Source: an optimization exercise on an open RTL-to-GDS flow (aim: small area, a short achievable clock period and few clock cycles). Production flows keep margins and buffers that such runs may drop. Only simulation tests tie the RTL to the original design; equivalence was not proved. The flow treats the clock pin as an ideal source. Dropping or thinning the clock tree relies on that and would not hold on a real chip. Power is estimated from default activity; no workload was simulated.

Design frequency_generation_stage, start of the top module:
module frequency_generation_stage #(
    parameter SYMBOL_WIDTH = 5,     
    parameter FREQ_WIDTH = 16,      
    parameter NUM_CELLS = 16        
) (
    input  wire clk,
    input  wire reset,
    input  wire [SYMBOL_WIDTH-1:0] symbol_in,   
    input  wire valid_in,                       
    output wire ready_in,                       
    output wire [NUM_CELLS*FREQ_WIDTH-1:0] sorted_frequencies,   
    output wire [NUM_CELLS*SYMBOL_WIDTH-1:0] sorted_symbols,     
    output wire sorted_done                     
);
    stream_sorter_oets #(
        .SYMBOLS(NUM_CELLS),
        .FREQ_WIDTH(FREQ_WIDTH),
        .SYMBOL_WIDTH(SYMBOL_WIDTH)
    ) sorter_inst (
        .clk(clk),
        .reset(reset),
        .symbol_in(symbol_in),
        .valid_in(valid_in),
        .ready_in(ready_in),
        .sorted_frequencies_flat(sorted_frequencies),
        .sorted_symbol_flat(sorted_symbols),
        .sorted_done(sorted_done)
    );
endmodule
Size: ~2400 cells after synthesis, ~21000 µm² of cells after synthesis.
clock: 8.5 ns
lec_check: 0
cap_margin: 20
core_margin: 2
core_utilization: 40
place_density: 0.6
slew_margin: 20
standard.sh (not shown) runs the stock make flow with config.mk's settings and CLKGATE_MAP_FILE= SYNTH_SCRIPT=/design/flow/synth_recipe.tcl, a recipe that flattens the netlist after the stock synthesis.
==> flow/flow/run.sh <==
#!/bin/bash
# The standard layout (the standard.sh, unchanged synthesis), with:
#  - port buffers of a plain buffer cell (buf_2) instead of the delay buffer
#    buffer_ports picks by default;
#  - flip-flops that drive output ports sized up to drive strength 2 after
#    floorplan (flow/outflops.tcl, the POST_FLOORPLAN hook);
#  - a two-level clock tree built by flow/cts_tree.tcl (run as the PRE_CTS
#    hook of the standard CTS step) in place of clock_tree_synthesis;
#  - timing repair aimed at a tighter setup margin, so that the layout is
#    optimised towards a shorter achieved period (the SDC is unchanged).
set -euo pipefail
bash standard.sh \
  "BUFFER_PORTS_ARGS=-buffer_cell sky130_fd_sc_hd__buf_2" \
  "POST_FLOORPLAN_TCL=$PWD/flow/outflops.tcl" \
  "PRE_CTS_TCL=$PWD/flow/cts_tree.tcl" \
  SETUP_SLACK_MARGIN=5.85 \
  finish > standard_flow.log 2>&1
Other scripts of this flow, unchanged in this note and not shown: flow/flow/cts_tree.tcl, flow/flow/outflops.tcl
Testbench counts at the start, summed over its fixed seeds: cycles 29,972.
Then changed:
--- a/flow/flow/run.sh
+++ b/flow/flow/run.sh
@@ -14,4 +14,4 @@
   "POST_FLOORPLAN_TCL=$PWD/flow/outflops.tcl" \
   "PRE_CTS_TCL=$PWD/flow/cts_tree.tcl" \
-  SETUP_SLACK_MARGIN=5.85 \
+  SETUP_SLACK_MARGIN=5.8 \
   finish > standard_flow.log 2>&1
--- a/flow/config.mk
+++ b/flow/config.mk
@@ -8,5 +8,5 @@
 export CAP_MARGIN = 20
 export CORE_MARGIN = 2
-export CORE_UTILIZATION = 40
-export PLACE_DENSITY = 0.6
+export CORE_UTILIZATION = 50
+export PLACE_DENSITY = 0.7
 export SLEW_MARGIN = 20
Total power is lower slightly. Flip-flop and latch count stays the same. Die area is lower by about a fifth. Routed wire length is lower by a few percent. Design area is lower slightly. Worst setup slack is worse by 0.064 ns. Global-route usage is higher by 5.1 points. Critical path depth is higher by 9. Clock skew is lower by 0.0040 ns. Clock power is lower slightly. Worst hold slack hardly moves.
Then changed:
--- a/flow/flow/run.sh
+++ b/flow/flow/run.sh
@@ -14,4 +14,4 @@
   "POST_FLOORPLAN_TCL=$PWD/flow/outflops.tcl" \
   "PRE_CTS_TCL=$PWD/flow/cts_tree.tcl" \
-  SETUP_SLACK_MARGIN=5.8 \
+  SETUP_SLACK_MARGIN=5.75 \
   finish > standard_flow.log 2>&1
--- a/flow/config.mk
+++ b/flow/config.mk
@@ -8,5 +8,5 @@
 export CAP_MARGIN = 20
 export CORE_MARGIN = 2
-export CORE_UTILIZATION = 50
-export PLACE_DENSITY = 0.7
+export CORE_UTILIZATION = 40
+export PLACE_DENSITY = 0.6
 export SLEW_MARGIN = 20
Global-route usage fell by 4.7 points.
Routed wire length rose by 5.3%.
Worst setup slack gains 0.013 ns.
Cell area is about the same.
Power rose by 0.57%.
Utilization fell by 12 points.
Die area rose by 24%.
First-iteration DRC count fell by 13%.
Cell count rose by 4.4%.
Then changed:
--- a/flow/flow/run.sh
+++ b/flow/flow/run.sh
@@ -14,4 +14,4 @@
   "POST_FLOORPLAN_TCL=$PWD/flow/outflops.tcl" \
   "PRE_CTS_TCL=$PWD/flow/cts_tree.tcl" \
-  SETUP_SLACK_MARGIN=5.75 \
+  SETUP_SLACK_MARGIN=5.8 \
   finish > standard_flow.log 2>&1
=> Core utilization decreases by 0.34 points. First-iteration DRC count increases by a little under a tenth. Via count decreases slightly. Cell area decreases slightly. Sequential power hardly moves. Clock power increases slightly. Global-route usage decreases by 0.45 points.
In every run of this note, the design's own scripts or RTL, not TritonCTS, make the clock network.

---

## harbor
Starting RTL as in the previous note.
Design frequency_generation_stage, start of the top module:
module frequency_generation_stage #(
    parameter SYMBOL_WIDTH = 5,     
    parameter FREQ_WIDTH = 16,      
    parameter NUM_CELLS = 16        
) (
    input  wire clk,
    input  wire reset,
    input  wire [SYMBOL_WIDTH-1:0] symbol_in,   
    input  wire valid_in,                       
    output wire ready_in,                       
    output wire [NUM_CELLS*FREQ_WIDTH-1:0] sorted_frequencies,   
    output wire [NUM_CELLS*SYMBOL_WIDTH-1:0] sorted_symbols,     
    output wire sorted_done                     
);
Settings: LEC_CHECK=0, CAP_MARGIN=20, CORE_MARGIN=2, CORE_UTILIZATION=40, PLACE_DENSITY=0.6, SLEW_MARGIN=20; clock period 8.5 ns.
==> flow/flow/run.sh <==
#!/bin/bash
# The standard layout (the standard.sh, unchanged synthesis), with:
#  - port buffers of a plain buffer cell (buf_2) instead of the delay buffer
#    buffer_ports picks by default;
#  - flip-flops that drive output ports sized up to drive strength 2 after
#    floorplan (flow/outflops.tcl, the POST_FLOORPLAN hook);
#  - a two-level clock tree built by flow/cts_tree.tcl (run as the PRE_CTS
#    hook of the standard CTS step) in place of clock_tree_synthesis;
#  - timing repair free to change cell footprints, and aimed at a tighter setup margin, so that the layout is
#    optimised towards a shorter achieved period (the SDC is unchanged).
set -euo pipefail
bash standard.sh \
  "BUFFER_PORTS_ARGS=-buffer_cell sky130_fd_sc_hd__buf_2" \
  "POST_FLOORPLAN_TCL=$PWD/flow/outflops.tcl" \
  "PRE_CTS_TCL=$PWD/flow/cts_tree.tcl" \
  SETUP_SLACK_MARGIN=5.8 MATCH_CELL_FOOTPRINT=0 \
  finish > standard_flow.log 2>&1
==> flow/flow/outflops.tcl <==
# Flip-flops that drive output ports start at drive strength 2 (same cell
# type as synthesis gave them, only a stronger size), so the ports see a
# fast clock-to-output path.
set of_block [ord::get_db_block]
set of_n 0
foreach inst [$of_block getInsts] {
  set m [[$inst getMaster] getName]
  if { $m == "sky130_fd_sc_hd__dfxtp_1" || $m == "sky130_fd_sc_hd__dfrtp_1" } {
    set q [$inst findITerm Q]
    set net [$q getNet]
    if { $net != "NULL" && [llength [$net getBTerms]] > 0 } {
      regsub {_1$} $m {_2} m2
      replace_cell [$inst getName] $m2
      incr of_n
    }
  }
}
puts "outflops: $of_n flip-flops driving ports set to drive strength 2"
Other scripts of this flow, unchanged in this note and not shown: flow/flow/cts_tree.tcl
Testbench counts of harbor, summed over its fixed seeds: cycles 29,972.
#### Input delta (willow over harbor)
==> flow/flow/run.sh <==
#!/bin/bash
# The standard layout (the standard.sh, unchanged synthesis), with:
#  - port buffers of a plain buffer cell (buf_2) instead of the delay buffer
#    buffer_ports picks by default;
#  - flip-flops that drive output ports sized up to drive strength 2 after
#    floorplan (flow/outflops.tcl, the POST_FLOORPLAN hook);
#  - a two-level clock tree built by flow/cts_tree.tcl (run as the PRE_CTS
#    hook of the standard CTS step) in place of clock_tree_synthesis;
#  - timing repair aimed at a tighter setup margin, so that the layout is
#    optimised towards a shorter achieved period (the SDC is unchanged).
set -euo pipefail
bash standard.sh \
  "BUFFER_PORTS_ARGS=-buffer_cell sky130_fd_sc_hd__buf_2" \
  "POST_FLOORPLAN_TCL=$PWD/flow/outflops.tcl" \
  "PRE_CTS_TCL=$PWD/flow/cts_tree.tcl" \
  SETUP_SLACK_MARGIN=5.9 \
  finish > standard_flow.log 2>&1
Notes after the runs:
willow | stages: all done | timing, DRC, antenna: all pass
Of willow and harbor, willow shows the higher number of antenna violations at the first check in global routing, with harbor below it.
willow ended up with a lower fraction of standard cell area in multi-input logic than harbor did.
Sort willow and harbor by critical path's largest stage delay desc -> top: harbor
When willow is measured against harbor, its number of cells on the worst reg-to-reg path turns out 2 higher.
From harbor to willow the numbers moved as follows: final area moved up, max-slew headroom at the worst pin lost 6.9 points, number of cells in the design after placement roughly the same, achievable frequency up about 2.4%, cell count now larger.
Sequential share of layout area: willow < harbor
Looking at slowest library cell on the worst path, the sky130_fd_sc_hd__a221o_1 result is from willow; the sky130_fd_sc_hd__dfxtp_2 one comes from harbor.
willow packs its core more tightly than harbor.
What pepper does differently from willow at the input level:
==> flow/flow/run.sh <==
#!/bin/bash
# The standard layout (the standard.sh, unchanged synthesis), with:
#  - port buffers of a plain buffer cell (buf_2) instead of the delay buffer
#    buffer_ports picks by default;
#  - a two-level clock tree built by flow/cts_tree.tcl (run as the PRE_CTS
#    hook of the standard CTS step) in place of clock_tree_synthesis;
#  - timing repair aimed at a tighter setup margin, so that the layout is
#    optimised towards a shorter achieved period (the SDC is unchanged).
set -euo pipefail
bash standard.sh \
  "BUFFER_PORTS_ARGS=-buffer_cell sky130_fd_sc_hd__buf_2" \
  "PRE_CTS_TCL=$PWD/flow/cts_tree.tcl" \
  SETUP_SLACK_MARGIN=5.7 \
  finish > standard_flow.log 2>&1
removed: flow/flow/outflops.tcl
[summary]
pepper ended with every stage complete and zero timing, DRC or antenna violations. On worst hold slack, pepper and willow are basically level. Re starting utilization of the core area: no difference whatsoever between willow and pepper. The wire length reported for pepper is smaller than that of willow by about 10%. Run comparison: willow slowest library cell on the worst path sky130_fd_sc_hd__a221o_1; pepper slowest library cell on the worst path sky130_fd_sc_hd__dfxtp_1. Lower core utilization was reported by pepper, not willow. Global-route usage in pepper is 2.3 points below willow. From pepper to willow, fraction of registers with async set/reset did not move at all. Sort pepper and willow by total power desc -> top: willow.
No run of this note takes its clock network from TritonCTS; it comes from the design's own scripts or RTL.

[afterwards: timing with drivers on the ports]
The results above use ideal ports. As a check the final layouts listed here were re-extracted and re-timed, cells and wires unchanged. Step 1, drivers: a clkbuf_16 drives clk and a buf_2 each remaining input, both assumed. Step 2 also shifts input and output timing later by t, the mid clock arrival at the registers, as if the neighbouring blocks saw the same clock. Slacks: ideal ports / drivers / drivers and shift; pairs: ideal ports / drivers.
| run | shift t [ns] | slack for setup (ns) | clock arrival spread, ns |
|---|---|---|---|
| the first run of note 1 | 0.431 | 5.846 / 5.744 / 5.361 | 0.016 / 0.016 |
| the second run of note 1 | 0.423 | 5.782 / 5.694 / 5.271 | 0.012 / 0.012 |
| the third run of note 1 | 0.434 | 5.795 / 5.602 / 5.168 | 0.017 / 0.016 |
| the fourth run of note 1 | 0.433 | 5.799 / 5.696 / 5.307 | 0.013 / 0.014 |
| harbor | 0.429 | 5.804 / 5.649 / 5.220 | 0.020 / 0.020 |
| willow | 0.436 | 5.869 / 5.779 / 5.434 | 0.020 / 0.020 |
| pepper | 0.431 | 5.706 / 5.605 / 5.175 | 0.012 / 0.012 |
After both steps every run listed still meets setup and hold. For the third run of note 1, which loses most, drivers alone change the setup slack by -0.193 ns; drivers and shift together by -0.627 ns.
